From an optimization exercise on the open Yosys and OpenROAD flow, aimed at small area; shortcuts taken in it are not production practice. The RTL was checked by simulation tests, not by an equivalence proof against the original design. Power figures rest on the tool's default switching activity, not on a simulated workload.

==> flow/design.v <==
`timescale              1ns/1ps
`default_nettype        none
module EF_PSRAM_CTRL (
    input   wire            clk,
    input   wire            rst_n,
    input   wire            load,        
    input   wire            busy,        
    input   wire [31:0]     wdata,
    input   wire [22:0]     addr,
    input   wire [1:0]      size,        
    input   wire            rd_wr,
    input   wire            qspi,
    input   wire            qpi,
    input   wire            short_cmd,
    input   wire [3:0]      wait_states,
    input   wire [7:0]      cmd,
    output  wire            done,
    output  reg  [31:0]     sr,
    output  reg             sck,
    output  reg             ce_n,
    input   wire [3:0]      din,
    output  wire [3:0]      dout,
    output  wire [3:0]      douten
);
    reg  [6:0]  c;
    reg         d0;              
    wire        spi     = ~(qpi | qspi);
    wire        word    = size[1];
    wire        half    = size[0];
    wire [6:0]  dlen    = spi ? (word ? 7'd32 : half ? 7'd16 : 7'd8)
                              : (word ? 7'd8  : half ? 7'd4  : 7'd2);
    wire [6:0]  dend    = (spi ? 7'd56 : 7'd38) + dlen;
    wire [3:0]  ws      = rd_wr ? wait_states : 4'd0;
    reg         pf;
    wire        at_end  = ~short_cmd & ~pf & (c == dend);
    assign done = short_cmd ? (c == (qpi ? 7'd38 : 7'd32))
                            : (pf ? (c[3:0] == 4'hF) : (at_end & (ws == 4'd0)));
    wire        in_data = pf | (spi ? (c >= 7'd56) : (c >= 7'd38));
    wire        past    = pf | at_end;
    wire        bitmode = spi | (qspi & ~qpi & ~c[5] & ~pf);
    always @(posedge clk)
        if (ce_n | done)
            c <= {2'b00, 2'b11, qpi, qpi, 1'b0};
        else if (at_end)
            c <= {3'b000, ~ws};
        else
            c <= c + {6'd0, sck};
    always @(posedge clk)
        pf <= ~ce_n & ~done & (pf | at_end);
    always @(posedge clk or negedge rst_n)
        if (!rst_n)
            sck <= 1'b0;
        else
            sck <= ~(ce_n | done | sck);
    always @(posedge clk or negedge rst_n)
        if (!rst_n)
            ce_n <= 1'b1;
        else
            ce_n <= ~busy | done;
    always @(posedge clk)
        if (load) begin
            sr  <= {wdata[7:0], wdata[15:8], wdata[23:16], wdata[31:24]};
            d0  <= spi & word & wdata[0];
        end
        else if (sck & in_data)
            sr  <= spi ? {sr[30:0], din[1]} : {sr[27:0], din};
    wire [3:0]  sr_head = (addr[1:0] == 2'd0) ? sr[31:28] :
                          (addr[1:0] == 2'd1) ? sr[23:20] :
                          (addr[1:0] == 2'd2) ? sr[15:12] :
                                                sr[7:4];
    wire [2:0]  q = bitmode ? c[4:2] : c[2:0];
    reg  [3:0]  nib;
    always @*
        case (q)
            3'd6:   nib = cmd[7:4];
            3'd7:   nib = cmd[3:0];
            3'd0:   nib = {1'b0, addr[22:20]};
            3'd1:   nib = addr[19:16];
            3'd2:   nib = addr[15:12];
            3'd3:   nib = addr[11:8];
            3'd4:   nib = addr[7:4];
            default:nib = addr[3:0];
        endcase
    wire        head_bit = nib[~c[1:0]];
    assign dout[3:1] = in_data ? (past ? 3'b000 : sr_head[3:1]) : nib[3:1];
    assign dout[0]   = in_data ? (past ? d0 : (spi ? sr_head[3] : sr_head[0]))
                               : (bitmode ? head_bit : nib[0]);
    wire        oe_off  = in_data & rd_wr;
    assign douten[0]    = bitmode | ~oe_off;
    assign douten[3:1]  = {3{~bitmode & ~oe_off}};
endmodule
`timescale              1ns/1ps
`default_nettype        none
module EF_PSRAM_CTRL_AHBL #(parameter REGISTER_HWDATA = 1)
(
    input   wire            HCLK,
    input   wire            HRESETn,
    input   wire            HSEL,
    input   wire [31:0]     HADDR,
    input   wire [31:0]     HWDATA,
    input   wire [1:0]      HTRANS,
    input   wire [2:0]      HSIZE,
    input   wire            HWRITE,
    input   wire            HREADY,
    output  reg             HREADYOUT,
    output  reg [31:0]      HRDATA,
    output  wire            sck,
    output  wire            ce_n,
    input   wire [3:0]      din,
    output  wire [3:0]      dout,
    output  wire [3:0]      douten
);
    reg [22:0]  last_HADDR;
    reg         last_cfg;            
    reg         last_HWRITE;
    reg [1:0]   last_HSIZE;          
    reg         last_ahb_addr_phase;
    wire        ahb_addr_phase  = HTRANS[1] & HSEL & HREADY;
    always @(posedge HCLK)
        if (HREADY) begin
            last_HADDR  <= HADDR[22:0];
            last_cfg    <= HADDR[23];
            last_HWRITE <= HWRITE;
            last_HSIZE  <= HSIZE[1:0];
        end
    always @(posedge HCLK or negedge HRESETn)
        if (!HRESETn)
            last_ahb_addr_phase <= 1'b0;
        else
            last_ahb_addr_phase <= ahb_addr_phase;
    reg [7:0]   RD_CMD_REG;
    reg [7:0]   WR_CMD_REG;
    reg [7:0]   EQPI_CMD_REG;
    reg [7:0]   XQPI_CMD_REG;
    reg [3:0]   WAIT_STATES_REG;
    reg [1:0]   MODE_REG;
    reg         ENTER_QPI_REG;
    reg         EXIT_QPI_REG;
    wire        cfg_we = last_ahb_addr_phase & last_cfg & last_HWRITE;
    always @(posedge HCLK)
        if (!HRESETn) begin
            RD_CMD_REG      <= 8'h03;
            WR_CMD_REG      <= 8'h02;
            EQPI_CMD_REG    <= 8'h35;
            XQPI_CMD_REG    <= 8'hF5;
            WAIT_STATES_REG <= 4'd0;
            MODE_REG        <= 2'd0;
            ENTER_QPI_REG   <= 1'b0;
            EXIT_QPI_REG    <= 1'b0;
        end
        else if (cfg_we) begin
            if (last_HADDR[8])  RD_CMD_REG      <= HWDATA[7:0];
            if (last_HADDR[9])  WR_CMD_REG      <= HWDATA[7:0];
            if (last_HADDR[10]) EQPI_CMD_REG    <= HWDATA[7:0];
            if (last_HADDR[11]) XQPI_CMD_REG    <= HWDATA[7:0];
            if (last_HADDR[12]) WAIT_STATES_REG <= HWDATA[3:0];
            if (last_HADDR[13]) MODE_REG        <= HWDATA[1:0];
            if (last_HADDR[14]) ENTER_QPI_REG   <= HWDATA[0];
            if (last_HADDR[15]) EXIT_QPI_REG    <= HWDATA[0];
        end
    wire        done;
    wire        busy = ~HREADYOUT & ~last_ahb_addr_phase & ~last_cfg;
    always @(posedge HCLK or negedge HRESETn)
        if (!HRESETn)
            HREADYOUT <= 1'b1;
        else
            HREADYOUT <= ~ahb_addr_phase & ~last_ahb_addr_phase & (HREADYOUT | last_cfg | done);
    wire        rd_wr   = ~last_HWRITE;
    wire        short_cmd = ENTER_QPI_REG | EXIT_QPI_REG;
    wire [7:0]  cmd     = ENTER_QPI_REG ? EQPI_CMD_REG :
                          EXIT_QPI_REG  ? XQPI_CMD_REG :
                          rd_wr         ? RD_CMD_REG   :
                                          WR_CMD_REG;
    wire [31:0] sr;
    EF_PSRAM_CTRL MCTRL (
        .clk(HCLK),
        .rst_n(HRESETn),
        .load(last_ahb_addr_phase),
        .busy(busy),
        .wdata(HWDATA),
        .addr(last_HADDR),
        .size(last_HSIZE),
        .rd_wr(rd_wr),
        .qspi(MODE_REG[0]),
        .qpi(MODE_REG[1]),
        .short_cmd(short_cmd),
        .wait_states(WAIT_STATES_REG),
        .cmd(cmd),
        .done(done),
        .sr(sr),
        .sck(sck),
        .ce_n(ce_n),
        .din(din),
        .dout(dout),
        .douten(douten)
    );
    wire        is_word = last_HSIZE[1];
    wire        is_half = last_HSIZE[0];
    wire        is_byte = ~is_word & ~is_half;
    wire [1:0]  lane    = last_HADDR[1:0];
    wire b0 = is_byte & (lane == 2'd0);
    wire b1 = is_byte & (lane == 2'd1);
    wire b2 = is_byte & (lane == 2'd2);
    wire b3 = is_byte & (lane == 2'd3);
    wire h0 = ~is_word & is_half & ~lane[1];
    wire h2 = ~is_word & is_half & lane[1];
    always @* begin
        HRDATA[7:0]   = ({8{is_word}} & sr[31:24]) | ({8{h0}} & sr[15:8]) | ({8{b0}} & sr[7:0]);
        HRDATA[15:8]  = ({8{is_word}} & sr[23:16]) | ({8{h0 | b1}} & sr[7:0]);
        HRDATA[23:16] = ({8{is_word | h2}} & sr[15:8]) | ({8{b2}} & sr[7:0]);
        HRDATA[31:24] = {8{is_word | h2 | b3}} & sr[7:0];
    end
endmodule
==> flow/flow/run.sh <==
#!/bin/bash
# Layout flow: the standard synthesis, then the combinational logic is
# re-mapped by ABC for area (flip-flops untouched, proven equivalent), then
# the standard ORFS layout with buf_1 port buffers and a CTS without dummy loads.
set -euo pipefail
HERE=$(pwd)
FL=$HERE/flow
LIB=$FLOW_HOME/platforms/sky130hd/lib/sky130_fd_sc_hd__tt_025C_1v80.lib
YOSYS=$FLOW_HOME/../tools/install/yosys/bin/yosys
[ -x "$YOSYS" ] || YOSYS=yosys
RES=$HERE/orfs/results/sky130hd/EF_PSRAM_CTRL_AHBL/base

export BUFFER_PORTS_ARGS="-buffer_cell sky130_fd_sc_hd__buf_1"
export CTS_ARGS="${CTS_ARGS_OVERRIDE:--sink_clustering_enable -repair_clock_nets -dont_use_dummy_load -buf_list sky130_fd_sc_hd__clkbuf_8}"

# 1. standard synthesis
bash standard.sh synth > synth_standard.log 2>&1
cp $RES/1_2_yosys.v $HERE/synth_standard.v

# 2. re-map the combinational logic
cat > $HERE/remap.ys <<EOF
read_liberty -ignore_miss_func $LIB
read_verilog $HERE/synth_standard.v
hierarchy -top $FLOW_TOP
blackbox sky130_fd_sc_hd__df* sky130_fd_sc_hd__edf*
flatten
opt -purge
abc -script $FL/remap.abc -liberty $LIB -dont_use *probe* -dont_use *lpflow*
opt_clean -purge
hilomap -singleton -hicell sky130_fd_sc_hd__conb_1 HI -locell sky130_fd_sc_hd__conb_1 LO
insbuf -buf sky130_fd_sc_hd__buf_4 A X
splitnets
opt_clean -purge
tee -o $HERE/remap_stat.txt stat -liberty $LIB
write_verilog -noattr -nohex -nodec $HERE/synth_remap.v
EOF
$YOSYS -s $HERE/remap.ys > remap_yosys.log 2>&1

# 3. prove the re-mapped logic equal to the standard synthesis (flip-flops cut)
python3 $FL/cut_flops.py $HERE/synth_standard.v $HERE/eq_std.v
python3 $FL/cut_flops.py $HERE/synth_remap.v $HERE/eq_remap.v
cat > $HERE/equiv.ys <<EOF
read_liberty -ignore_miss_func $LIB
read_verilog $HERE/eq_std.v
rename $FLOW_TOP gold
read_verilog $HERE/eq_remap.v
rename $FLOW_TOP gate
miter -equiv -flatten -make_outputs gold gate miter
hierarchy -top miter
sat -verify -prove trigger 0 miter
EOF
$YOSYS -s $HERE/equiv.ys > equiv_yosys.log 2>&1
grep -q "SUCCESS" equiv_yosys.log

# 4. layout from the re-mapped netlist
cp $HERE/synth_remap.v $RES/1_2_yosys.v
touch $RES/1_2_yosys.v
bash standard.sh > layout_standard.log 2>&1
==> flow/flow/cut_flops.py <==
import re,sys
# cut flops out of a yosys-written netlist: flop outputs become inputs, flop inputs become outputs
src=open(sys.argv[1]).read()
m=re.search(r'module\s+(\S+)\s*\((.*?)\);',src,re.S)
inst_re=re.compile(r'(sky130_fd_sc_hd__(?:df|edf)\w+)\s+(\\?\S+)\s*\((.*?)\);',re.S)
newports=[];decls=[];assigns=[]
def pname(inst,pin): 
    return 'ff_'+re.sub(r'[^A-Za-z0-9_]','_',inst)+'_'+pin
def repl(mo):
    cell,inst,conns=mo.groups()
    for pin,net in re.findall(r'\.(\w+)\((.*?)\)\s*(?:,|$)',conns.strip(),re.S):
        net=net.strip()
        if net.startswith('\\'): net=net+' '
        p=pname(inst,pin)
        newports.append(p)
        if pin in ('Q','Q_N'):
            decls.append('  input %s;'%p); assigns.append('  assign %s = %s;'%(net,p))
        else:
            decls.append('  output %s;'%p); assigns.append('  assign %s = %s;'%(p,net))
    return ''
body=inst_re.sub(repl,src)
body=body.replace(m.group(0),'module %s(%s, %s);'%(m.group(1),m.group(2),', '.join(newports)),1)
body=body.replace('endmodule','\n'.join(decls)+'\n'+'\n'.join(assigns)+'\nendmodule')
open(sys.argv[2],'w').write(body)
==> flow/flow/remap.abc <==
strash
dch
amap
mfs2
strash
dch
amap
mfs2
strash
dch
amap
==> flow/standard.sh <==
#!/bin/bash
# synth_recipe.tcl (not shown) runs the flow's synth.tcl, then flattens the netlist and writes it again
# the make line also repeats each setting of config.mk as NAME=value (left out here)
make -C /OpenROAD-flow-scripts/flow DESIGN_CONFIG=/design/flow/config.mk WORK_HOME=/design/flow/orfs CLKGATE_MAP_FILE= SYNTH_SCRIPT=/design/flow/synth_recipe.tcl "${@:-finish}"
==> flow/config.mk <==
export PLATFORM = sky130hd
export DESIGN_NAME = EF_PSRAM_CTRL_AHBL
export DESIGN_NICKNAME = EF_PSRAM_CTRL_AHBL
export VERILOG_FILES = /design/flow/design.v
export SDC_FILE = /design/flow/constraint.sdc
export NUM_CORES = 4
export LEC_CHECK = 0
export ABC_AREA = 1
export CAP_MARGIN = 20
export CORE_MARGIN = 2
export CORE_UTILIZATION = 60
export SLEW_MARGIN = 20
==> flow/constraint.sdc <==
create_clock -name core_clock -period 10.0 [get_ports {HCLK}]
set_input_delay 2.0000 -clock core_clock [delete_from_list [all_inputs] [get_ports {HCLK}]]
set_output_delay 2.0000 -clock core_clock [all_outputs]
set_load 0.01 [all_outputs]
==> results.txt, run 1 <==
The last weighted congestion value of the routability-driven placer came out at 0.926. The number of hold violations in the final report came out at 0. The routed wire length came out at 15500 um.

During synthesis, Yosys emitted a total of 2 warnings. The remaining design rule violation count came out at 0. The post-cts hold buffer count is 0. The clock skew came out at 26.7 ps. The element type at the critical path end is a primary output. For the worst flop-to-flop path, the logic depth is 17. The arrival time at the worst endpoint is 5340 ps. The floorplan has 34 rows. The run finished with no timing, DRC or antenna violations.

In this run the power density over the cells is 142 nW/um2. In this run the mean area of a mapped cell was 9.25 um2. The timing-limited maximum frequency is 136 MHz.

The required time at the worst-slack endpoint came out at 8000 ps. The number of ports placed on the die boundary is 121. The period utilization is 0.734. The largest individual stage delay along the critical path comes from the cell o22ai_1. The average wire per cell in the routed design came out at 19.4 um. The count of buffers from port buffering is 110.

The path type of the worst min-delay path is reg2reg. The number of maximum-capacitance constraint violations is 0. In this run, CTS created clock tree buffers numbering 9. The largest net degree at the start of global routing came out at 39. The worst setup path is launched from a flip-flop.

The relative area change from synthesis to final layout is 13.6%. The end point of the critical path is dout[0]. The worst register-to-register path ends at MCTRL.c[0].

The via count normalized by instance count is 6.37. The final hold slack is 466 ps. Of the cells placed in the final design, the portion with a size suffix greater than 1 is 0.0275. The critical path goes through nor2_2 > buf_4 > clkinv_1 > buf_16 > o31ai_1 > clkinv_1 > o22ai_1 > clkinv_1 > nand3_1 > o21ai_0 > a2111oi_0 > o211ai_1 > o21ai_0 > nor2b_1 > o32ai_1 > a22o_1 > o32ai_1 > buf_1.

The end-of-flow core utilization came out at 0.694. Subtracting the final worst setup slack from the clock period gives 7340 ps. The static power due to leakage came out at 1.97 nW. For this block, the initial DRC count from the detailed router was 524. In the final timing run, aggregate negative setup slack is 0 ps. The standard cell core area came out at 8640 um2. The die width is 97.8 um. The post-placement setup slack is 2840 ps. The HPWL after detailed placement is 11100 um.

The worst register-to-register path begins at MODE_REG[1]. The number of resized instances in the post-cts repair step came out at 0. The die boundary height came out at 97.8 um. The detailed-router iteration count before antenna repair came out at 5.

The antenna diode count is 0. The final worst-path setup slack came out at 2660 ps. Clock latency on the worst-skew pair, taken at its later pin, is 370 ps. The number of pins exceeding their max-slew limit in the final report came out at 0.

In this run the worst path has a maximum fanout of 37. The number of vias after detailed routing came out at 5098. TritonCTS built the clock tree. The worst slew slack as a fraction of its limit is 0.269. After filler insertion, the fill cell instance count of the layout stands at 750.

The maximum VDD drop came out at 0.106 mV. The slack of the worst reg-to-reg path came out at 5870 ps. Setup repair after global routing left no endpoint under its margin. The number of setup buffers added after CTS came out at 0. The net count of the finished layout is 772. The initial antenna violation count came to 0. The post-route non-filler standard cell count is 800. The detail route stage leaves a number of antenna-violating nets equal to 0. At the pin with the least slew margin, the transition time is 1100 ps. The number of global-route vias before repair was 4755. The worst stage delay on the critical path is 600 ps. The combined area of all synthesized cells is 5280 um2. The critical path class is reg2out. The post-synthesis net count is 648. The clock edge transition at the registers on the reported setup and hold paths came out at 100 ps.

CTS saw 112 sinks. For this run, the total global-route usage over all layers was measured as 0.326. The post-synthesis instance total is 570. The placed cell count is 790.

The starting density of the core came out at 0.611. The number of H-tree levels came out at 3. The tree is rooted in a clkbuf_8.

The cell type with the highest occurrence count on the critical path is clkinv_1. Setup violations remaining at the end of the flow were counted as 0. The area of the die is 9560 um2. The clock passes through at most 2 buffers. The startpoint of the worst setup timing path is MODE_REG[1]. The overflow left after global routing is 0.

The first global-routing pass estimated 24800 um of wire.
[flip-flops by register name (all words and copies together) (netlist names), 2 cells and up]
signal	cells
last_HADDR	23
MODE_REG	2
RD_CMD_REG	8
WAIT_STATES_REG	4
XQPI_CMD_REG	8
WR_CMD_REG	8
MCTRL.c	7
MCTRL.sr	32
last_HSIZE	2
EQPI_CMD_REG	8
[per-stage QoR]
step                      cell area [um2]  power (mW)
final                                5990       0.853
after detailed placement             5840       0.638
after CTS                            5960       0.850
after global routing                 5990       0.880
after global placement               5840       0.636
after floorplan                      5280       0.589
[cell usage in the layout (no fill, tap or decap), drive strengths merged, types with 10 or more instances in the layout]
cell and n:
o22a 13, buf 115, a222oi 10, nand2 39
clkinv 80, o21ai 59, edfxtp 60, a21oi 48
nor2 74, dfxtp 48, o22ai 51
[final cells by class]
type                            instances  area (um2)  area share
Multi-Input combinational cell        375        2090       0.349
Timing Repair Buffer                  115         470      0.0785
Sequential cell                       112        2870       0.478
Tap cell                              108         135      0.0225
Clock buffer                            9         124      0.0207
Inverter                               81         304      0.0507
[where the power goes]
group | total, mW | leakage (nW) | internal (mW) | switching (mW)
Sequential | 0.521 | 1.00 | 0.505 | 0.0157
Combinational | 0.111 | 0.904 | 0.0384 | 0.0722
Clock | 0.221 | 0.0647 | 0.0816 | 0.140
Total | 0.853 | 1.97 | 0.625 | 0.228
[worst max-delay path, delay by kind of cell, from the launching register on]
family,cells,cell delay [ps]
AOI/OAI and AO/OA,9,2250
buffers and inverters,6,1930
DFF,1,380
and+or+nand+nor,3,420
[routing by layer]
metal,global-route usage,vias up,part of all wire
li1,-,2395,-
met1,0.450,2350,0.40
met2,0.546,326,0.49
met3,0.0458,27,0.097
met4,0.0876,0,0.018
met5,0,-,0
[how the worst min path moves through the flow]
stage | cells after the start | start | endpoint | slack, ps
6_report | 2 | WR_CMD_REG[0] | WR_CMD_REG[0] | 470
4_1_cts | 2 | RD_CMD_REG[6] | RD_CMD_REG[6] | 470
3_5_place_dp | 2 | RD_CMD_REG[6] | RD_CMD_REG[6] | 450
3_3_place_gp | 2 | RD_CMD_REG[2] | RD_CMD_REG[2] | 440
5_1_grt | 2 | RD_CMD_REG[6] | RD_CMD_REG[6] | 480
2_1_floorplan | 2 | WR_CMD_REG[0] | WR_CMD_REG[0] | 440
==> run 2, diff against run 1 <==
--- a/flow/design.v
+++ b/flow/design.v
@@ -31,7 +31,7 @@
                               : (word ? 7'd8  : half ? 7'd4  : 7'd2);
     wire [6:0]  dend    = (spi ? 7'd56 : 7'd38) + dlen;
     wire [3:0]  ws      = rd_wr ? wait_states : 4'd0;
-    reg         pf;
+    wire        pf      = (c[6:4] == 3'd0);    
     wire        at_end  = ~short_cmd & ~pf & (c == dend);
     assign done = short_cmd ? (c == (qpi ? 7'd38 : 7'd32))
                             : (pf ? (c[3:0] == 4'hF) : (at_end & (ws == 4'd0)));
@@ -45,8 +45,6 @@
             c <= {3'b000, ~ws};
         else
             c <= c + {6'd0, sck};
-    always @(posedge clk)
-        pf <= ~ce_n & ~done & (pf | at_end);
     always @(posedge clk or negedge rst_n)
         if (!rst_n)
             sck <= 1'b0;
@@ -57,13 +55,15 @@
             ce_n <= 1'b1;
         else
             ce_n <= ~busy | done;
-    always @(posedge clk)
-        if (load) begin
-            sr  <= {wdata[7:0], wdata[15:8], wdata[23:16], wdata[31:24]};
+    wire        shift = sck & in_data;
+    wire [31:0] sr_ld = {wdata[7:0], wdata[15:8], wdata[23:16], wdata[31:24]};
+    wire [31:0] sr_sh = spi ? {sr[30:0], din[1]} : {sr[27:0], din};
+    wire        hold  = ~load & ~shift;
+    always @(posedge clk) begin
+        sr  <= ({32{hold}} & sr) | ({32{load}} & sr_ld) | ({32{~load & shift}} & sr_sh);
+        if (load)
             d0  <= spi & word & wdata[0];
-        end
-        else if (sck & in_data)
-            sr  <= spi ? {sr[30:0], din[1]} : {sr[27:0], din};
+    end
     wire [3:0]  sr_head = (addr[1:0] == 2'd0) ? sr[31:28] :
                           (addr[1:0] == 2'd1) ? sr[23:20] :
                           (addr[1:0] == 2'd2) ? sr[15:12] :
--- a/flow/config.mk
+++ b/flow/config.mk
@@ -6,7 +6,8 @@
 export NUM_CORES = 4
 export LEC_CHECK = 0
 export ABC_AREA = 1
-export CAP_MARGIN = 20
+export CAP_MARGIN = 0
 export CORE_MARGIN = 2
-export CORE_UTILIZATION = 60
-export SLEW_MARGIN = 20
+export CORE_UTILIZATION = 40
+export GPL_TIMING_DRIVEN = 0
+export SLEW_MARGIN = 0
==> results.txt, run 2 <==
The post-cts hold buffer count was 0 (unchanged). The share of cells above drive strength 1 came out at 0.0228 (-0.00466). The run finished with no timing, DRC or antenna violations. The count of buffers from port buffering came out at 110 (unchanged). The via count normalized by instance count is 5.88 (-7.7%). The remaining design rule violation count came out at 0 (unchanged).

The areal power density over the cells is 158 nW/um2 (+11%). The number of resized instances in the post-cts repair step is 0 (unchanged). The required time at the worst-slack endpoint is 8000 ps (about the same).

The number of maximum-capacitance constraint violations came out at 0 (unchanged). The worst hold path begins at EQPI_CMD_REG[0]. The number of ports placed on the die boundary is 121 (unchanged). The clock edge transition at the registers on the reported setup and hold paths was 100 ps (about the same). The routed wire length came to 16300 um (+5.2%). The critical path in this run is classified as reg2out. The last weighted congestion value of the routability-driven placer came to 0.902 (-2.7%). The post-synthesis instance total came to 581 (+1.9%). The area of the die is 13600 um2 (+42%). The slack of the worst reg-to-reg path is 5430 ps (-440 ps).

The slew at the pin closest to its max-slew limit came out at 1280 ps (+180 ps). The row count was 41 (+21%). The number of hold violations in the final report came out at 0 (unchanged). The detailed-router iteration count before antenna repair came out at 8 (+3). The buffer levels on the longest clock path is 2 (unchanged).

The clock skew came out at 18.1 ps (-8.66 ps). The beginning of the worst register-to-register path is MODE_REG[1]. The number of flip-flops under the largest register name came out at 32 (unchanged). Leaving out fill and tap cells, the most frequent cell in the layout is buf_1. The clock sink count came out at 111 (-0.89%).

The number of design-rule violations left by the first detailed-router iteration came out at 531 (+1.3%). The die boundary height was 116 um (+19%). The largest registers in the layout are MCTRL.sr x32, last_HADDR x23. The final count of negative-setup-slack endpoints is 0 (unchanged). The element type at the critical path end is a primary output.

The setup total negative slack came out at 0 ps (unchanged). The worst min-delay path endpoint is EQPI_CMD_REG[0]. TritonCTS built the clock tree. The timing-limited maximum frequency was 143 MHz (+4.7%).

The number of global-route vias before repair is 4674 (-1.7%). The number of H-tree levels is 3 (unchanged). The number of cells traversed by the worst register-to-register path came out at 15 (-2). The combined area of all synthesized cells was 5060 um2 (-4.2%).

The tightest min-delay check is of the reg2reg type. The wire length of the first global-routing pass is 25100 um (+1.2%). The worst slew slack as a fraction of its limit is 0.146 (-0.123). Setup repair after global routing left no endpoint under its margin. The average footprint of a synthesized cell is 8.70 um2 (-6.0%). The remaining antenna violation count after routing came to 0 (unchanged).

The number of setup buffers added after CTS is 0 (unchanged). In this run the clock root is driven by a clkbuf_8. The post-detailed-placement half-perimeter wirelength is 11800 um (+6.9%). The number of pins exceeding their max-slew limit in the final report came out at 0 (unchanged). The static power due to leakage came out at 1.88 nW (-4.4%). Counting flops per register, the top entry is MCTRL.sr.

The relative area change from synthesis to final layout is 15.4%. The number of vias after detailed routing came out at 5142 (+0.86%). The die width is 116 um (+19%). In this run the critical register-to-register path is captured at MCTRL.c[2].

The worst setup path is launched from a flip-flop. The count of yosys warnings during synthesis is 2 (unchanged). The antenna diode count was 0 (unchanged). Leaving out fill and tap cells, the most frequent cells in the layout are 110 x buf_1, 79 x dfxtp_1, 74 x clkinv_1, 67 x nor2_1, 48 x nand2_1. The depth of the worst hold-timing path is 2 (unchanged). The maximum VDD drop came out at 0.0787 mV (-26%). The period utilization came out at 0.701 (-0.0328).

The overflow left after global routing came out at 0 (unchanged). The number of clock buffers inserted by TritonCTS came to 9 (unchanged). The average wire per cell in the routed design was 18.7 um (-3.7%). The clock insertion delay at the later pin of the skew report is 390 ps (+20 ps). The final hold slack came out at 479 ps (+12.1 ps).

The post-synthesis net count came to 659 (+1.7%). The minimum period implied by the final worst setup slack is 7010 ps (-328 ps). The arrival time at the worst endpoint is 5010 ps (-330 ps). The initial antenna violation count was 0 (unchanged). The total power consumption of the routed design came to 0.925 mW (+8.5%). The global routing usage summed across all routing layers came out at 0.244 (-0.0818).

The final net count came out at 782 (+1.3%). The largest net degree at the start of global routing is 40 (+2.6%). The starting density of the core came out at 0.406 (-0.205). The standard cell core area is 12500 um2 (+44%). The maximum fanout encountered on the critical timing path is 39 (+5.4%).
==> run 2: report_power, final <==
part / internal, mW / leakage (nW) / switching, mW
sequential: 0.497 / 0.970 / 0.0351
clock: 0.0812 / 0.0647 / 0.140
combinational: 0.0595 / 0.848 / 0.111
==> run 2: per-stage QoR <==
| stage | cells | instance area, um2 | setup slack [ps] | util |
|---|---|---|---|---|
| final | 874 | 5840 | 2990 | 0.468 |
| after detailed placement | 865 | 5710 | 3580 | 0.458 |
| after floorplan | 581 | 5060 | 4060 | - |
| after global placement | 863 | 5680 | 2220 | 0.456 |
| after global routing | 874 | 5840 | 2630 | 0.468 |
| after CTS | 874 | 5840 | 3120 | 0.468 |
==> run 2: routing by layer <==
metal | share of wire | track usage
met4 | 0.024 | 0.100
met3 | 0.085 | 0.0509
met2 | 0.44 | 0.367
met1 | 0.45 | 0.343
met5 | 0 | 0
==> run 2: worst max-delay path by stage <==
| stage | slack, ps | startpoint | to |
|---|---|---|---|
| finish | 2990 | MODE_REG[1] | dout[0] |
| global route | 2630 | MODE_REG[1] | dout[0] |
| CTS | 3120 | MODE_REG[1] | dout[0] |
| detailed placement | 3580 | MODE_REG[1] | dout[0] |
| global placement | 2220 | MODE_REG[1] | dout[0] |
| floorplan | 4060 | MODE_REG[1] | dout[0] |
==> run 2: worst max-delay path, cell delays in order (launching register included) <==
cell and delay [ps]:
dfxtp_1 480, nor2_4 230, a31oi_1 510, clkinv_1 250, o22ai_1 580, clkinv_1 200
nand2_1 160, nor2_1 110, a311o_1 330, a2111oi_0 860, nor3_1 90, nor3_1 230
a31oi_1 80, o21ai_0 200, o32ai_1 120, buf_1 190
==> run 2: area by class of cell <==
cell class              count  area [um2]
flip-flops and latches    111        2520
multi-input cells         394        2250
repair buffers            112         433
well taps                 172         215
fillers                  1247        6630
plain buffers               2        15.0
inverters                  74         278
clock buffers               9         124
==> run 3, diff against run 2 <==
--- a/flow/config.mk
+++ b/flow/config.mk
@@ -6,8 +6,7 @@
 export NUM_CORES = 4
 export LEC_CHECK = 0
 export ABC_AREA = 1
-export CAP_MARGIN = 0
+export CAP_MARGIN = 20
 export CORE_MARGIN = 2
 export CORE_UTILIZATION = 40
-export GPL_TIMING_DRIVEN = 0
-export SLEW_MARGIN = 0
+export SLEW_MARGIN = 20
==> results.txt, run 3 <==
The number of setup buffers added after CTS came out at 0 (unchanged). STA classifies the critical path endpoint as a primary output. The count of yosys warnings during synthesis came out at 2 (unchanged). The period utilization came out at 0.696 (-0.00473).

By startpoint and endpoint, the worst setup path is classified as reg2out. The required time at the worst-slack endpoint is 8000 ps (about the same). The post-synthesis instance total is 581 (unchanged).

The remaining design rule violation count is 0 (unchanged). On the critical path the largest part of the delay comes from compound AO/OA/AOI/OAI gates. The clock edge transition at the registers on the reported setup and hold paths came out at 90 ps (about the same).

The share of cells above drive strength 1 was 0.0270 (+0.00416). The post-route non-filler standard cell count was 877 (+0.34%). The portion of total power attributed to sequential cells is 0.573 (-0.003). The detailed-router iteration count before antenna repair is 5 (-3). The average footprint of a synthesized cell was 8.70 um2 (unchanged). The die width is 116 um (unchanged).

STA classifies the critical path startpoint as a flip-flop. The post-synthesis net count is 659 (unchanged). The number of clock buffers inserted by TritonCTS is 9 (unchanged). The switching portion of total power came out at 0.310 (about the same). The areal power density over the cells is 158 nW/um2 (-0.10%).

The largest net degree at the start of global routing is 40 (unchanged). The net switching power figure came out at 0.287 mW (+0.15%). The clock skew came out at 13.6 ps (-4.51 ps).

The minimum period implied by the final worst setup slack is 6960 ps (-47.3 ps). The count of buffers from port buffering is 110 (unchanged). The worst slew slack as a fraction of its limit is 0.299 (+0.153). The number of maximum-capacitance constraint violations is 0 (unchanged). Among all stages on the critical path, the largest delay is contributed by a2111oi_0. Walking the worst path, the cells encountered are nor2_2 > buf_4 > a31oi_1 > clkinv_1 > o22ai_1 > clkinv_1 > nand2_1 > nor2_1 > a311o_1 > a2111oi_0 > nor3_1 > nor3_1 > a31oi_1 > o21ai_0 > o32ai_1 > buf_1. The initial antenna violation count came out at 0 (unchanged). The global routing usage summed across all routing layers is 0.244 (about the same). The slack of the worst reg-to-reg path is 6200 ps (+770 ps).

Clock tree synthesis selected as its root buffer the cell clkbuf_8. The standard cell core area came to 12500 um2 (unchanged). The buffer levels on the longest clock path is 2 (unchanged).

The number of flip-flops under the largest register name is 32 (unchanged). The overflow left after global routing is 0 (unchanged). The final net count is 785 (+0.38%). The number of hold violations in the final report is 0 (unchanged). The internal power of the cells is 0.639 mW (about the same). The CTS tree is yes. The most frequent standard cell in the layout excluding fill and tap cells is buf_1. The routed wire length is 16400 um (+0.48%).

The slew at the pin closest to its max-slew limit came out at 1030 ps (-252 ps). The row count came out at 41 (unchanged). The worst stage delay on the critical path is 870 ps (about the same). The maximum VDD drop came out at 0.0922 mV (+17%). The antenna diode count came out at 0 (unchanged). The number of pins exceeding their max-slew limit in the final report came out at 0 (unchanged).

The post-cts hold buffer count is 0 (unchanged). The number of resized instances in the post-cts repair step came out at 0 (unchanged). The proportion of power drawn by the clock network is 0.238 (-0.002). The static power due to leakage came out at 1.89 nW (+0.40%). The maximum fanout encountered on the critical timing path came to 39 (unchanged). The wire length of the first global-routing pass is 25100 um (unchanged). The cell area after placement is 5720 um2 (+0.20%). The share of power burned in combinational logic came out at 0.188 (+0.003). The end-of-flow core utilization is 0.469 (+0.000904). The library cells used most frequently in the layout, excluding fill and tap cells, are 110 x buf_1, 79 x dfxtp_1, 74 x clkinv_1, 67 x nor2_1, 48 x nand2_1. The last weighted congestion value of the routability-driven placer is 0.912 (+1.2%).

The setup total negative slack came out at 0 ps (unchanged). The arrival time at the worst endpoint is 4960 ps (-50 ps). The number of global-route vias before repair is 4697 (+0.49%). The number of vias after detailed routing was 5281 (+2.7%). The number of design-rule violations left by the first detailed-router iteration is 648 (+22%).

The path type of the worst min-delay path is reg2reg. The clock sink count came out at 111 (unchanged). The clock insertion delay at the later pin of the skew report is 380 ps (about the same).

The average wire per cell in the routed design is 18.7 um (+0.14%). The area of the die is 13600 um2 (unchanged). The placed cell count came out at 868 (+0.35%).

The buffering stage count on the worst path with inverters included came out at 4 (+1). The die boundary height is 116 um (unchanged). The largest registers in the layout are MCTRL.sr x32, last_HADDR x23. MCTRL.sr holds more flip-flops than any other register. The final hold slack is 476 ps (-2.75 ps). From synthesis to final layout, the design area changed by 15.7%. The number of ports placed on the die boundary came out at 121 (unchanged). The cell area after layout came to 5850 um2 (+0.19%). Setup repair after global routing left no endpoint under its margin. The combined area of all synthesized cells is 5060 um2 (unchanged). The starting density of the core is 0.406 (unchanged). The timing-limited maximum frequency came to 144 MHz (+0.68%). The run finished with no timing, DRC or antenna violations.

The final count of negative-setup-slack endpoints is 0 (unchanged). The remaining antenna violation count after routing was 0 (unchanged). The post-detailed-placement half-perimeter wirelength came out at 11900 um (+0.44%). The number of H-tree levels is 3 (unchanged). The via count normalized by instance count is 6.02 (+2.4%).
-- run 3: metrics by stage --
stage | worst slack (ps) | power (mW)
after CTS | 3260 | 0.928
after detailed placement | 3660 | 0.710
after global routing | 2610 | 0.968
after global placement | 3770 | 0.709
after floorplan | 4060 | 0.633
final | 3040 | 0.926
-- run 3: final cells by class --
class	count	area (um2)
repair buffers	117	465
fillers	1262	6620
inverters	74	278
flip-flops and latches	111	2520
multi-input cells	394	2240
well taps	172	215
clock buffers	9	124
-- run 3: worst paths after layout --
check,start,endpoint,cells past startpoint
worst max register to register,last_HSIZE[1],MCTRL.c[2],17
min in group asynchronous,HRESETn,last_ahb_addr_phase,1
worst min register to register,RD_CMD_REG[0],RD_CMD_REG[0],2
max in group asynchronous,HRESETn,MCTRL.sck,1
worst max-delay path,MODE_REG[1],dout[0],16
worst min-delay path,RD_CMD_REG[0],RD_CMD_REG[0],2
-- run 3: per-layer routing --
metal  global-route usage  routed length, um  vias up
met2                0.372               7260      323
met4               0.0897                364        0
li1                     -                  -     2471
met5                    0                  0        -
met3               0.0426               1550       31
met1                0.347               7230     2456
-- run 3: power by group through the flow --
| stage | combinational [mW] | sequential (mW) | clock (mW) |
|---|---|---|---|
| 6_report | 0.174 | 0.531 | 0.221 |
| 3_3_place_gp | 0.168 | 0.541 | 0 |
| 2_1_floorplan | 0.102 | 0.530 | 0 |
| 5_1_grt | 0.190 | 0.536 | 0.243 |
| 3_5_place_dp | 0.170 | 0.540 | 0 |
| 4_1_cts | 0.171 | 0.530 | 0.227 |
-- run 3: worst reg2reg max path: cells and delay by family, from the launching register on --
family	cells	cell delay [ps]
AO/OA/AOI/OAI	8	1340
buffers and inverters	4	680
flip-flops	1	600
AND/OR/NAND/NOR	5	1060
==> run 4, diff against run 3 <==
--- a/flow/design.v
+++ b/flow/design.v
@@ -27,24 +27,23 @@
     wire        spi     = ~(qpi | qspi);
     wire        word    = size[1];
     wire        half    = size[0];
-    wire [6:0]  dlen    = spi ? (word ? 7'd32 : half ? 7'd16 : 7'd8)
-                              : (word ? 7'd8  : half ? 7'd4  : 7'd2);
-    wire [6:0]  dend    = (spi ? 7'd56 : 7'd38) + dlen;
+    wire [6:0]  dend    = word ? 7'd88 : half ? 7'd72 : 7'd64;
     wire [3:0]  ws      = rd_wr ? wait_states : 4'd0;
-    wire        pf      = (c[6:4] == 3'd0);    
+    wire        pf      = &c[6:4];
     wire        at_end  = ~short_cmd & ~pf & (c == dend);
-    assign done = short_cmd ? (c == (qpi ? 7'd38 : 7'd32))
+    assign done = short_cmd ? (c == (qpi ? 7'd56 : 7'd32))
                             : (pf ? (c[3:0] == 4'hF) : (at_end & (ws == 4'd0)));
-    wire        in_data = pf | (spi ? (c >= 7'd56) : (c >= 7'd38));
+    wire        in_data = c >= 7'd56;
     wire        past    = pf | at_end;
-    wire        bitmode = spi | (qspi & ~qpi & ~c[5] & ~pf);
+    wire        bitmode = spi | (qspi & ~qpi & ~c[6] & ~c[5]);
+    wire        by4     = ~bitmode & ~pf;
     always @(posedge clk)
         if (ce_n | done)
-            c <= {2'b00, 2'b11, qpi, qpi, 1'b0};
+            c <= 7'd24;
         else if (at_end)
-            c <= {3'b000, ~ws};
-        else
-            c <= c + {6'd0, sck};
+            c <= {3'b111, ~ws};
+        else
+            c <= c + {4'd0, sck & by4, 1'b0, sck & ~by4};
     always @(posedge clk or negedge rst_n)
         if (!rst_n)
             sck <= 1'b0;
@@ -68,7 +67,7 @@
                           (addr[1:0] == 2'd1) ? sr[23:20] :
                           (addr[1:0] == 2'd2) ? sr[15:12] :
                                                 sr[7:4];
-    wire [2:0]  q = bitmode ? c[4:2] : c[2:0];
+    wire [2:0]  q = c[4:2];
     reg  [3:0]  nib;
     always @*
         case (q)
==> flow/flow/remap.abc (replaced) <==
strash
&get -n
&deepsyn -T 240
&put
dch
amap
mfs2
strash
dch
amap
mfs2
strash
dch
amap
--- a/flow/config.mk
+++ b/flow/config.mk
@@ -6,7 +6,8 @@
 export NUM_CORES = 4
 export LEC_CHECK = 0
 export ABC_AREA = 1
-export CAP_MARGIN = 20
+export CAP_MARGIN = 0
 export CORE_MARGIN = 2
 export CORE_UTILIZATION = 40
-export SLEW_MARGIN = 20
+export GPL_TIMING_DRIVEN = 0
+export SLEW_MARGIN = 0
==> results.txt, run 4 <==
The flow ran to the end and the layout has no timing, DRC or antenna violations. The top cell types in the final layout, fill and taps aside, are 109 x buf_1, 87 x clkinv_1, 79 x dfxtp_1, 57 x nor2_1, 50 x o21ai_0. The critical path is of the reg2out type. The static power due to leakage is 1.78 nW (-5.6%).

The relative area change from synthesis to final layout came out at 15.0%. The number of resized instances in the post-cts repair step is 0 (unchanged). The post-synthesis net count is 608 (-7.7%). The internal power of the cells is 0.631 mW (-1.2%). The worst hold path begins at MCTRL.sck.

Counting flops per register, the top entry is MCTRL.sr. The die width is 114 um (-2.1%). STA classifies the critical path endpoint as a primary output. The average wire per cell in the routed design is 19.1 um (+2.0%). The maximum VDD drop came to 0.114 mV (+23%). The share of cells above drive strength 1 was 0.0231 (-0.00384). The switching portion of total power is 0.295 (-0.0152). The remaining antenna violation count after routing came out at 0 (unchanged). STA classifies the critical path startpoint as a flip-flop. The clock tree root driver cell is clkbuf_8. The arrival time at the worst endpoint came out at 3430 ps (-1530 ps). The overflow left after global routing is 0 (unchanged). The post-synthesis instance total came out at 530 (-8.8%). In this run the worst hold path is classified as reg2reg. The number of H-tree levels is 3 (unchanged).

The final worst-path setup slack came out at 4570 ps (+1530 ps). The proportion of power drawn by the clock network was 0.243 (+0.005). The routed wire length came out at 15200 um (-7.4%). The slack of the worst reg-to-reg path came out at 6020 ps (-180 ps). The buffer levels on the longest clock path is 2 (unchanged).

The antenna diode count came out at 0 (unchanged). The count of yosys warnings during synthesis came out at 2 (unchanged). The setup total negative slack is 0 ps (unchanged). TritonCTS built the clock tree. The number of ports placed on the die boundary is 121 (unchanged).

The timing-limited maximum frequency was 184 MHz (+28%). The initial antenna violation count was 0 (unchanged). The share of power burned in combinational logic came to 0.165 (-0.023).

The die boundary height is 114 um (-2.1%). The clock insertion delay at the later pin of the skew report came out at 390 ps (about the same). The detailed-router iteration count before antenna repair is 5 (unchanged). The number of pins exceeding their max-slew limit in the final report is 0 (unchanged). The worst register-to-register path ends at MCTRL.sr[4]. Tracing the worst setup path back leads to its startpoint at MCTRL.c[3]. The via count normalized by instance count is 6.03 (+0.20%).

The net switching power figure came out at 0.264 mW (-8.0%). The cell area after layout is 5570 um2 (-4.8%). The post-placement setup slack is 5030 ps (+1370 ps).

Leaving out fill and tap cells, the most frequent cell in the layout is buf_1. The final count of negative-setup-slack endpoints is 0 (unchanged). The combined area of all synthesized cells is 4840 um2 (-4.2%). The average footprint of a synthesized cell came to 9.14 um2 (+5.0%). The minimum period implied by the final worst setup slack is 5430 ps (-1530 ps).

The wire length of the first global-routing pass was 23800 um (-5.3%). The cell area after placement was 5440 um2 (-4.9%). The remaining design rule violation count came out at 0 (unchanged).

The clock sink count came out at 111 (unchanged). The number of cells traversed by the worst register-to-register path came to 9 (-8). The number of flip-flops under the largest register name is 32 (unchanged). Setup repair after global routing left no endpoint under its margin. The number of setup buffers added after CTS came out at 0 (unchanged). The end point of the critical path is dout[0]. The largest net degree at the start of global routing was 39 (-2.5%). The clock edge transition at the registers on the reported setup and hold paths is 90 ps (about the same).

The maximum fanout encountered on the critical timing path is 5 (-87%). The last weighted congestion value of the routability-driven placer came out at 0.927 (+1.6%). The count of buffers from port buffering is 110 (unchanged). The starting density of the core came out at 0.407 (+0.00102). The row count is 40 (-2.4%). The period utilization is 0.543 (-0.153).

The global routing usage summed across all routing layers came out at 0.237 (-0.00671). The post-detailed-placement half-perimeter wirelength is 11200 um (-5.5%). The number of maximum-capacitance constraint violations is 0 (unchanged). In the final layout, the registers with the most flip-flops are MCTRL.sr x32, last_HADDR x23. The number of hold violations in the final report came out at 0 (unchanged). The standard cell core area came out at 11900 um2 (-4.4%).

The required time at the worst-slack endpoint came out at 8000 ps (about the same). The number of global-route vias before repair came to 4543 (-3.3%). The portion of total power attributed to sequential cells is 0.593 (+0.020).

The post-cts hold buffer count is 0 (unchanged). The area of the die came out at 13000 um2 (-4.1%). The fill cell instance count of the final layout is 1200 (-4.9%). The number of design-rule violations left by the first detailed-router iteration came out at 508 (-22%). The startpoint identified for the worst register-to-register timing path is MCTRL.c[4].

The areal power density over the cells came out at 161 nW/um2 (+1.6%). The number of vias after detailed routing is 4803 (-9.1%). The worst slew slack as a fraction of its limit came out at 0.0638 (-0.235). The final net count is 729 (-7.1%). The clock skew is 27.4 ps (+13.8 ps).

The number of clock buffers inserted by TritonCTS is 9 (unchanged). The slew at the pin closest to its max-slew limit is 1400 ps (+379 ps).
==> run 4: worst min-delay path by stage <==
stage	to	slack [ps]	cells past startpoint
after floorplan	MCTRL.c[0]	430	1
after global placement	RD_CMD_REG[6]	450	2
after detailed placement	RD_CMD_REG[3]	460	2
after CTS	MCTRL.c[0]	480	1
after global routing	MCTRL.c[0]	490	1
final	MCTRL.sck	480	1
==> run 4: final cells by class <==
class | instances | area [um2] | share of cell area
Multi-Input combinational cell | 330 | 1980 | 0.356
Inverter | 87 | 327 | 0.0587
Clock buffer | 9 | 124 | 0.0222
Timing Repair Buffer | 110 | 414 | 0.0744
Buffer | 2 | 15.0 | 0.00270
Tap cell | 147 | 184 | 0.0330
Sequential cell | 111 | 2520 | 0.453
==> run 4: through the flow <==
stage / utilization / hold WS (ps) / total power [mW] / cells
CTS: 0.467 / 478 / 0.902 / 796
detailed placement: 0.457 / 463 / 0.685 / 787
finish: 0.467 / 477 / 0.895 / 796
global placement: 0.457 / 453 / 0.683 / 787
floorplan: - / 431 / 0.617 / 530
global route: 0.467 / 493 / 0.938 / 796
==> run 4: critical path, stage by stage, from the launching register on <==
cell	delay, ps
dfxtp_1	360
clkinv_1	130
nor2_1	360
clkinv_1	290
a31oi_1	220
o21ai_0	110
a211oi_1	500
nor2_1	140
nand2_1	180
a211oi_1	70
o21ai_0	130
o22ai_1	100
a311o_1	310
buf_1	140
==> run 4: power groups by stage <==
stage | logic, mW | clock network (mW) | registers, mW
after floorplan | 0.0901 | 0 | 0.527
after global placement | 0.143 | 0 | 0.540
after detailed placement | 0.145 | 0 | 0.540
after CTS | 0.146 | 0.227 | 0.530
after global routing | 0.161 | 0.242 | 0.535
final | 0.147 | 0.217 | 0.531
==> run 4: layer usage <==
metal / track usage / wire [um] / vias up
li1: - / - / 2265
met2: 0.383 / 7200 / 255
met4: 0.0756 / 306 / 0
met5: 0 / 0 / -
met1: 0.315 / 6450 / 2262
met3: 0.0563 / 1240 / 21
==> run 5, diff against run 4 <==
==> flow/flow/run.sh (replaced) <==
#!/bin/bash
# Layout flow: the standard synthesis; then the combinational logic is
# re-synthesised by ABC for area (flip-flops untouched; several ABC seeds are
# tried and the smallest netlist is kept, after a SAT proof that it equals the
# standard synthesis); then the standard ORFS layout, with buf_1 port buffers
# and a CTS without dummy loads.
set -euo pipefail
HERE=$(pwd)
FL=$HERE/flow
LIB=$FLOW_HOME/platforms/sky130hd/lib/sky130_fd_sc_hd__tt_025C_1v80.lib
YOSYS=$FLOW_HOME/../tools/install/yosys/bin/yosys
[ -x "$YOSYS" ] || YOSYS=yosys
RES=$HERE/orfs/results/sky130hd/EF_PSRAM_CTRL_AHBL/base
SEEDS="1"
DSTIME="20"

export BUFFER_PORTS_ARGS="-buffer_cell sky130_fd_sc_hd__buf_1"
export CTS_ARGS="-sink_clustering_enable -repair_clock_nets -dont_use_dummy_load -buf_list sky130_fd_sc_hd__clkbuf_8"

# 1. standard synthesis
bash standard.sh synth > synth_standard.log 2>&1
cp $RES/1_2_yosys.v $HERE/synth_standard.v

# 2. re-synthesise the combinational logic, one ABC run per seed
for s in $SEEDS; do
  printf '%s\n' strash '&get -n' "&deepsyn -S $s -T $DSTIME" '&put' strash amap > $HERE/remap_$s.abc
  cat > $HERE/remap_$s.ys <<EOF
read_liberty -ignore_miss_func $LIB
read_verilog $HERE/synth_standard.v
hierarchy -top $FLOW_TOP
blackbox sky130_fd_sc_hd__df* sky130_fd_sc_hd__edf*
flatten
opt -purge
abc -script $HERE/remap_$s.abc -liberty $LIB -dont_use *probe* -dont_use *lpflow*
opt_clean -purge
hilomap -singleton -hicell sky130_fd_sc_hd__conb_1 HI -locell sky130_fd_sc_hd__conb_1 LO
insbuf -buf sky130_fd_sc_hd__buf_4 A X
splitnets
opt_clean -purge
tee -o $HERE/remap_stat_$s.txt stat -liberty $LIB
write_verilog -noattr -nohex -nodec $HERE/synth_remap_$s.v
EOF
  $YOSYS -s $HERE/remap_$s.ys > remap_yosys_$s.log 2>&1 &
done
wait
best=""; barea=""
for s in $SEEDS; do
  a=$(grep "Chip area for module" $HERE/remap_stat_$s.txt | awk '{print $NF}' || true)
  [ -n "$a" ] || continue
  if [ -z "$barea" ] || awk "BEGIN{exit !($a < $barea)}"; then best=$s; barea=$a; fi
done
echo "remap: seed $best, area $barea" | tee remap_choice.log
cp $HERE/synth_remap_$best.v $HERE/synth_remap.v

# 3. prove the re-synthesised logic equal to the standard synthesis (flip-flops cut)
python3 $FL/cut_flops.py $HERE/synth_standard.v $HERE/eq_std.v
python3 $FL/cut_flops.py $HERE/synth_remap.v $HERE/eq_remap.v
cat > $HERE/equiv.ys <<EOF
read_liberty -ignore_miss_func $LIB
read_verilog $HERE/eq_std.v
rename $FLOW_TOP gold
read_verilog $HERE/eq_remap.v
rename $FLOW_TOP gate
miter -equiv -flatten -make_outputs gold gate miter
hierarchy -top miter
sat -verify -prove trigger 0 miter
EOF
$YOSYS -s $HERE/equiv.ys > equiv_yosys.log 2>&1
grep -q "SUCCESS" equiv_yosys.log

# 4. layout from the re-synthesised netlist
cp $HERE/synth_remap.v $RES/1_2_yosys.v
touch $RES/1_2_yosys.v
bash standard.sh > layout_standard.log 2>&1
removed: flow/flow/remap.abc
==> results.txt, run 5 <==
The number of H-tree levels was 3 (unchanged). The arrival time at the worst endpoint came out at 3540 ps (+110 ps). The number of clock buffers inserted by TritonCTS is 9 (unchanged). TritonCTS built the clock tree.

The count of buffers from port buffering is 110 (unchanged). The average wire per cell in the routed design came out at 19.5 um (+2.3%). The via count normalized by instance count is 6.09 (+0.85%).

The critical path class is reg2out. The element type at the critical path end is a primary output. The path class of the tightest hold or removal check is reg2reg. The number of pins exceeding their max-slew limit in the final report is 0 (unchanged). The final net count is 731 (+0.27%).

The number of vias after detailed routing is 4856 (+1.1%). The post-route non-filler standard cell count came out at 798 (+0.25%). The area of the die came out at 13000 um2 (about the same). The most frequent standard cell in the layout excluding fill and tap cells is buf_1.

The average footprint of a synthesized cell is 9.12 um2 (-0.24%). The number of setup buffers added after CTS came out at 0 (unchanged). The initial antenna violation count came out at 0 (unchanged). The post-cts hold buffer count came out at 0 (unchanged). The last weighted congestion value of the routability-driven placer is 0.883 (-4.7%). The standard cell core area came out at 11900 um2 (unchanged).

The number of global-route vias before repair came out at 4538 (-0.11%). The total power consumption of the routed design is 0.903 mW (+0.80%). The number of hold violations in the final report was 0 (unchanged).

The global routing usage summed across all routing layers is 0.243 (+0.00585). The starting density of the core is 0.406 (about the same). The post-synthesis net count was 609 (+0.16%). The buffer levels on the longest clock path is 2 (unchanged). The remaining antenna violation count after routing is 0 (unchanged). The worst slew slack as a fraction of its limit came out at 0.140 (+0.0758). The die width came out at 114 um (about the same).

The number of cells traversed by the worst register-to-register path came out at 8 (-1). The combined area of all synthesized cells is 4840 um2 (about the same). The antenna diode count came out at 0 (unchanged). The clock tree root driver cell is clkbuf_8.

The largest registers in the layout are MCTRL.sr x32, last_HADDR x23. The placed cell count came out at 789 (+0.25%). The setup total negative slack came out at 0 ps (unchanged). The required time at the worst-slack endpoint came out at 8000 ps (about the same). The relative area change from synthesis to final layout came out at 15.4%. The number of maximum-capacitance constraint violations is 0 (unchanged). Setup repair after global routing left no endpoint under its margin. The share of cells above drive strength 1 is 0.0276 (+0.00454). The maximum fanout encountered on the critical timing path is 12 (+7). The remaining design rule violation count is 0 (unchanged). The clock insertion delay at the later pin of the skew report came out at 390 ps (about the same). The period utilization came out at 0.554 (+0.0107).

The post-synthesis instance total came to 531 (+0.19%). The number of ports placed on the die boundary came out at 121 (unchanged). The final hold slack is 464 ps (-13.0 ps). The post-detailed-placement half-perimeter wirelength was 11500 um (+2.3%). The die boundary height is 114 um (about the same). MCTRL.sr holds more flip-flops than any other register.

The detailed-router iteration count before antenna repair is 10 (+5). The number of flip-flops under the largest register name came to 32 (unchanged). The clock edge transition at the registers on the reported setup and hold paths came out at 100 ps (about the same). The row count is 40 (unchanged). The minimum period implied by the final worst setup slack is 5540 ps (+107 ps). The number of design-rule violations left by the first detailed-router iteration came out at 738 (+45%). The clock skew is 19.1 ps (-8.32 ps). The slew at the pin closest to its max-slew limit came out at 1290 ps (-118 ps).

The depth of the worst hold-timing path was 2 (+1). The overflow left after global routing came out at 0 (unchanged). The run finished with no timing, DRC or antenna violations.

The routed wire length is 15600 um (+2.6%). The clock sink count is 111 (unchanged). The maximum VDD drop was 0.0830 mV (-27%). The timing-limited maximum frequency is 180 MHz (-1.9%). The number of resized instances in the post-cts repair step came out at 0 (unchanged). The final count of negative-setup-slack endpoints is 0 (unchanged). The static power due to leakage came out at 1.80 nW (+1.1%). The largest net degree at the start of global routing came out at 41 (+5.1%). The wire length of the first global-routing pass came to 24100 um (+1.5%). STA classifies the critical path startpoint as a flip-flop.

Leaving out fill and tap cells, the most frequent cells in the layout are 109 x buf_1, 107 x clkinv_1, 79 x dfxtp_1, 56 x nor2_1, 54 x o21ai_0. The count of yosys warnings during synthesis came to 2 (unchanged). The areal power density over the cells is 162 nW/um2 (+0.48%).
-- run 5: path summary, 6_finish.rpt --
path                                from                  end  slack (ps)
hold / removal             WR_CMD_REG[5]        WR_CMD_REG[5]         460
setup reg to reg              MCTRL.c[4]          MCTRL.sr[0]        5370
max in group asynchronous        HRESETn  last_ahb_addr_phase        7590
min in group asynchronous        HRESETn            MCTRL.sck        1750
hold reg to reg            WR_CMD_REG[5]        WR_CMD_REG[5]         460
setup / recovery           last_HSIZE[1]              dout[0]        4460
-- run 5: through the flow --
stage | util | area [um2] | setup WS, ps
6_report | 0.469 | 5590 | 4460
5_1_grt | 0.469 | 5590 | 4160
4_1_cts | 0.468 | 5580 | 4480
3_5_place_dp | 0.458 | 5460 | 4930
3_3_place_gp | 0.457 | 5440 | 4900
2_1_floorplan | - | 4840 | 5720
-- run 5: area by class of cell --
type,count,area (um2)
buffer,2,15.0
clock buffer,9,124
fill,1185,6330
inverter,107,402
multi-input combinational,311,1910
sequential,111,2530
tap,147,184
timing repair buffer,111,429
-- run 5: routing by layer --
metal	track usage	share of wire	wire, um	vias to the layer above
met2	0.379	0.47	7250	244
li1	-	-	-	2248
met5	0	0	0	-
met1	0.335	0.43	6660	2335
met4	0.0846	0.021	323	0
met3	0.0531	0.086	1340	29
-- run 5: power by group --
part | leakage [nW] | internal, mW | switching (mW)
registers | 0.969 | 0.497 | 0.0412
logic | 0.769 | 0.0575 | 0.0888
clock network | 0.0647 | 0.0812 | 0.137
total | 1.80 | 0.635 | 0.267
-- run 5: worst max-delay path, stage by stage (launching register included) --
cell       delay [ps]
edfxtp_1          660
clkinv_1          440
o2111ai_1         540
clkinv_1          250
nor2_1            230
nand2_1           130
or3_1             390
o221ai_1          190
a31o_1            160
buf_1             160
==> run 6, diff against run 5 <==
--- a/flow/flow/run.sh
+++ b/flow/flow/run.sh
@@ -11,8 +11,8 @@
 YOSYS=$FLOW_HOME/../tools/install/yosys/bin/yosys
 [ -x "$YOSYS" ] || YOSYS=yosys
 RES=$HERE/orfs/results/sky130hd/EF_PSRAM_CTRL_AHBL/base
-SEEDS="1"
-DSTIME="20"
+SEEDS="${REMAP_SEEDS:-1 2 3 4}"
+DSTIME="${REMAP_TIME:-200}"
 
 export BUFFER_PORTS_ARGS="-buffer_cell sky130_fd_sc_hd__buf_1"
 export CTS_ARGS="-sink_clustering_enable -repair_clock_nets -dont_use_dummy_load -buf_list sky130_fd_sc_hd__clkbuf_8"
==> results.txt, run 6 <==
The run finished with no timing, DRC or antenna violations. The detailed-router iteration count before antenna repair is 6 (-4). The cell area after placement came to 5440 um2 (-0.30%). The final count of negative-setup-slack endpoints is 0 (unchanged).

The library cell used most frequently in the layout, excluding fill and tap cells, is buf_1. The final hold slack came out at 471 ps (+7.24 ps). The post-detailed-placement half-perimeter wirelength was 11800 um (+2.9%).

The number of design-rule violations left by the first detailed-router iteration was 643 (-13%). The startpoint identified for the worst register-to-register timing path is MCTRL.c[4]. In the final layout, the registers with the most flip-flops are MCTRL.sr x32, last_HADDR x23. The initial antenna violation count was 0 (unchanged). The area of the die came to 12900 um2 (-0.38%).

The buffer levels on the longest clock path is 2 (unchanged). The clock edge transition at the registers on the reported setup and hold paths is 90 ps (about the same). The number of ports placed on the die boundary is 121 (unchanged). The global routing usage summed across all routing layers is 0.251 (+0.00837). The starting density of the core came out at 0.405 (-0.00158). The cell area after layout is 5570 um2 (-0.31%).

The combined area of all synthesized cells is 4820 um2 (-0.39%). Setup repair after global routing left no endpoint under its margin. The end-of-flow core utilization is 0.467 (-0.00147).

The areal power density over the cells was 162 nW/um2 (+0.51%). The maximum fanout encountered on the critical timing path is 6 (-6). The number of setup buffers added after CTS came out at 0 (unchanged). The setup path with the least slack is of type reg2out. The clock insertion delay at the later pin of the skew report came out at 390 ps (about the same). The antenna diode count came out at 0 (unchanged). The number of maximum-capacitance constraint violations came out at 0 (unchanged).

The count of buffers from port buffering came to 110 (unchanged). The clock skew came out at 24.0 ps (+4.90 ps). The worst setup path is launched from a flip-flop. The static power due to leakage is 1.82 nW (+0.94%).

The wire length of the first global-routing pass is 24900 um (+3.1%). The routed wire length came to 15900 um (+2.1%). The required time at the worst-slack endpoint came to 8000 ps (about the same). The final net count is 733 (+0.27%).

The placed cell count is 791 (+0.25%). The number of vias after detailed routing was 4781 (-1.5%). The arrival time at the worst endpoint is 3270 ps (-270 ps). The share of cells above drive strength 1 is 0.0291 (+0.00145). The number of hold violations in the final report came out at 0 (unchanged). The overflow left after global routing came to 0 (unchanged). The number of global-route vias before repair is 4501 (-0.82%).

The number of clock buffers inserted by TritonCTS is 9 (unchanged). Following the worst setup path forward leads to its endpoint at dout[0]. The count of yosys warnings during synthesis came to 2 (unchanged). The die width is 114 um (-0.19%). In the layout the commonest cells are 108 x buf_1, 89 x clkinv_1, 79 x dfxtp_1, 64 x nor2_1, 64 x o21ai_0. The endpoint identified for the worst register-to-register timing path is MCTRL.sr[7]. The number of H-tree levels came out at 3 (unchanged). The last weighted congestion value of the routability-driven placer came to 0.953 (+7.9%).

The row count is 40 (unchanged). The via count normalized by instance count is 5.98 (-1.8%). The worst slew slack as a fraction of its limit was 0.159 (+0.0195).

The depth of the worst hold-timing path is 2 (unchanged). Tracing the worst setup path back leads to its startpoint at MCTRL.c[4]. The number of flip-flops under the largest register name is 32 (unchanged). The timing-limited maximum frequency is 190 MHz (+5.2%). The die boundary height is 114 um (-0.19%). The largest net degree at the start of global routing is 41 (unchanged). The remaining antenna violation count after routing is 0 (unchanged). The slew at the pin closest to its max-slew limit came out at 1260 ps (-29.1 ps). The average wire per cell in the routed design came out at 19.9 um (+1.9%). The setup total negative slack is 0 ps (unchanged). The post-synthesis net count is 611 (+0.33%).

The minimum period implied by the final worst setup slack is 5270 ps (-272 ps). The post-route non-filler standard cell count is 800 (+0.25%). Clock tree synthesis selected as its root buffer the cell clkbuf_8.

The slack of the worst reg-to-reg path is 5700 ps (+330 ps). TritonCTS built the clock tree. The post-synthesis instance total came out at 533 (+0.38%). The number of cells traversed by the worst register-to-register path came out at 10 (+2). The relative area change from synthesis to final layout came out at 15.5% (about the same).

The number of resized instances in the post-cts repair step came out at 0 (unchanged). The maximum VDD drop came to 0.113 mV (+36%). The number of pins exceeding their max-slew limit in the final report is 0 (unchanged). The post-cts hold buffer count is 0 (unchanged). The clock sink count came to 111 (unchanged).

The worst setup path is captured at a primary output. The average footprint of a synthesized cell is 9.05 um2 (-0.76%). Counting flops per register, the top entry is MCTRL.sr.

The remaining design rule violation count came out at 0 (unchanged). The min-delay analysis places its worst path in the category reg2reg. The period utilization is 0.527 (-0.0272).

The standard cell core area was 11900 um2 (unchanged).
## run 6: power by group
part           internal [mW]  switching [mW]  total (mW)
registers              0.497          0.0368       0.534
clock network         0.0812           0.135       0.216
logic                 0.0569          0.0973       0.154
## run 6: worst min path at each step
stage	startpoint	to	slack [ps]
floorplan	WR_CMD_REG[5]	WR_CMD_REG[5]	430
global placement	WR_CMD_REG[5]	WR_CMD_REG[5]	450
detailed placement	WR_CMD_REG[7]	WR_CMD_REG[7]	460
CTS	RD_CMD_REG[7]	RD_CMD_REG[7]	470
global route	RD_CMD_REG[3]	RD_CMD_REG[3]	480
finish	WR_CMD_REG[4]	WR_CMD_REG[4]	470
## run 6: cell type report
cell class	count	area [um2]
sequential	111	2530
multi-input combinational	331	1950
clock buffer	9	124
buffer	2	15.0
fill	1202	6340
timing repair buffer	111	430
tap	147	184
inverter	89	334
## run 6: worst max-delay path: stages (launching register included)
cell,delay (ps)
dfxtp_1,380
clkinv_1,120
nor2_1,470
clkinv_1,390
a21oi_1,240
o2111ai_1,210
clkinv_1,180
nor2_1,100
nand2_1,160
clkinv_1,80
o2111ai_1,80
o221a_1,230
o21ai_0,110
buf_1,140
## run 6: through the flow
step | setup WS, ps | total power [mW]
final | 4730 | 0.904
after global routing | 4520 | 0.949
after CTS | 4800 | 0.907
after detailed placement | 5140 | 0.694
after global placement | 5190 | 0.691
after floorplan | 5970 | 0.621
## run 6: layer usage
layer | part of all wire | GRT usage | wire [um] | up-vias
met5 | 0 | 0 | 0 | -
met4 | 0.020 | 0.0862 | 316 | 0
met3 | 0.066 | 0.0654 | 1060 | 29
met2 | 0.45 | 0.368 | 7150 | 190
met1 | 0.46 | 0.361 | 7380 | 2297
li1 | - | - | - | 2265
==> run 7, diff against run 6 <==
--- a/flow/flow/run.sh
+++ b/flow/flow/run.sh
@@ -34,7 +34,7 @@
 abc -script $HERE/remap_$s.abc -liberty $LIB -dont_use *probe* -dont_use *lpflow*
 opt_clean -purge
 hilomap -singleton -hicell sky130_fd_sc_hd__conb_1 HI -locell sky130_fd_sc_hd__conb_1 LO
-insbuf -buf sky130_fd_sc_hd__buf_4 A X
+insbuf -buf sky130_fd_sc_hd__buf_1 A X
 splitnets
 opt_clean -purge
 tee -o $HERE/remap_stat_$s.txt stat -liberty $LIB
==> results.txt, run 7 <==
The routed wire length came out at 15600 um (-2.2%). The number of H-tree levels is 3 (unchanged). The maximum VDD drop was 0.0983 mV (-13%). The buffer levels on the longest clock path is 2 (unchanged). The starting density of the core came to 0.406 (+0.00108).

The number of pins exceeding their max-slew limit in the final report is 0 (unchanged). The number of ports placed on the die boundary came out at 121 (unchanged). Leaving out fill and tap cells, the most frequent cell in the layout is buf_1. The number of hold violations in the final report came out at 0 (unchanged). The setup total negative slack came out at 0 ps (unchanged).

The post-cts hold buffer count came to 0 (unchanged). The worst hold path belongs to the class reg2reg. The die boundary height is 114 um (about the same). The clock edge transition at the registers on the reported setup and hold paths is 90 ps (about the same). Relative to the synthesized area, the layout overhead comes to 15.7%. The slew at the pin closest to its max-slew limit came out at 1390 ps (+135 ps). The element type at the critical path end is a primary output.

The remaining design rule violation count came to 0 (unchanged). The post-detailed-placement half-perimeter wirelength is 11700 um (-0.77%). The number of setup buffers added after CTS is 0 (unchanged). The count of buffers from port buffering came to 110 (unchanged). The average wire per cell in the routed design came out at 19.5 um (-2.2%). The minimum period implied by the final worst setup slack is 5230 ps (-37.0 ps).

The antenna diode count came to 0 (unchanged). The flow ran to the end and the layout has no timing, DRC or antenna violations. The initial antenna violation count is 0 (unchanged). The standard cell core area came out at 11900 um2 (-0.42%).

The number of design-rule violations left by the first detailed-router iteration is 690 (+7.3%). The post-route non-filler standard cell count is 800 (unchanged). The clock sink count came out at 111 (unchanged). The wire length of the first global-routing pass was 23800 um (-4.2%). The area of the die came out at 12900 um2 (-0.15%). The largest net degree at the start of global routing came out at 41 (unchanged).

The period utilization came out at 0.523 (-0.00370). The critical path class is reg2out. The clock insertion delay at the later pin of the skew report is 390 ps (about the same).

The post-synthesis instance total is 533 (unchanged). The post-synthesis net count is 611 (unchanged). The area taken by multi-input logic gates came out at 1950 um2 (unchanged).

The detailed-router iteration count before antenna repair came out at 7 (+1). The number of resized instances in the post-cts repair step is 0 (unchanged). The CTS tree is yes.

The maximum fanout encountered on the critical timing path is 6 (unchanged). The fill cell instance count of the final layout was 1209 (+0.58%). The areal power density over the cells came to 162 nW/um2 (-0.18%).

The cell sitting at the root of the clock tree is a clkbuf_8. The final count of negative-setup-slack endpoints came to 0 (unchanged). The number of global-route vias before repair is 4302 (-4.4%).

Setup repair after global routing left no endpoint under its margin.
-- run 7: final timing paths --
kind / cells after the start / to / slack, ps
hold reg to reg: 2 / WR_CMD_REG[5] / 470
setup / recovery: 13 / dout[0] / 4770
setup reg to reg: 10 / MCTRL.sr[8] / 5910
hold / removal: 2 / WR_CMD_REG[5] / 470
min in group asynchronous: 1 / last_ahb_addr_phase / 1920
max in group asynchronous: 1 / MCTRL.sck / 7260
-- run 7: final cells by class --
class	count	share of cell area
multi-input combinational	331	0.351
clock buffer	9	0.0222
buffer	2	0.00135
timing repair buffer	111	0.0793
inverter	89	0.0600
tap	147	0.0330
sequential	111	0.453
-- run 7: per-stage QoR --
stage,power [mW],worst slack [ps],util,hold WS (ps),cell area (um2)
2_1_floorplan,0.621,5970,-,434,4810
3_3_place_gp,0.689,5180,0.456,442,5410
3_5_place_dp,0.694,5150,0.459,453,5450
4_1_cts,0.907,4750,0.470,465,5570
5_1_grt,0.948,4530,0.470,485,5570
6_report,0.903,4770,0.470,466,5570
-- run 7: power breakdown --
group          total [mW]  internal, mW  switching [mW]
logic               0.153        0.0572          0.0959
registers           0.534         0.497          0.0368
clock network       0.217        0.0812           0.135
total               0.903         0.635           0.268
-- run 7: worst max-delay path: stages, from the launching register on --
cell and delay, ps:
dfxtp_1 380, clkinv_1 120, nor2_1 460, clkinv_1 380
a21oi_1 220, o2111ai_1 190, clkinv_1 170, nor2_1 110
nand2_1 150, clkinv_1 90, o2111ai_1 90, o221a_1 240
o21ai_0 120, buf_1 150
-- run 7: routing by layer --
metal | up-vias | part of all wire | global-route usage | wire, um
li1 | 2258 | - | - | -
met1 | 2286 | 0.45 | 0.353 | 7040
met2 | 218 | 0.46 | 0.364 | 7150
met3 | 22 | 0.076 | 0.0590 | 1180
met4 | 0 | 0.012 | 0.0561 | 191
met5 | - | 0 | 0 | 0

-- static timing again, ports no longer ideal --
The results above use ideal ports. As a check the final layouts listed here were re-extracted and re-timed, cells and wires unchanged. Step 1 sets driving cells, clkbuf_16 on the clock port and buf_2 on the other inputs (assumed; they add their load-dependent delay and slew). Step 2 times the ports against the registers' clock, not the clock port: input delays grow and output delays shrink by t, the midpoint of the rising clock arrivals with the driver on. Slacks: no drivers / after step 1 / after step 2; pairs: no drivers / after step 1.
run	t (ns)	setup slack, ns
run 1	0.393	2.664 / 2.629 / 3.022
run 2	0.420	2.992 / 2.956 / 3.377
run 3	0.411	3.039 / 3.002 / 3.414
run 4	0.413	4.566 / 4.531 / 4.944
run 5	0.415	4.459 / 4.423 / 4.839
run 6	0.416	4.731 / 4.693 / 5.109
run 7	0.413	4.768 / 4.733 / 5.075
After both steps every run listed still meets setup and hold.
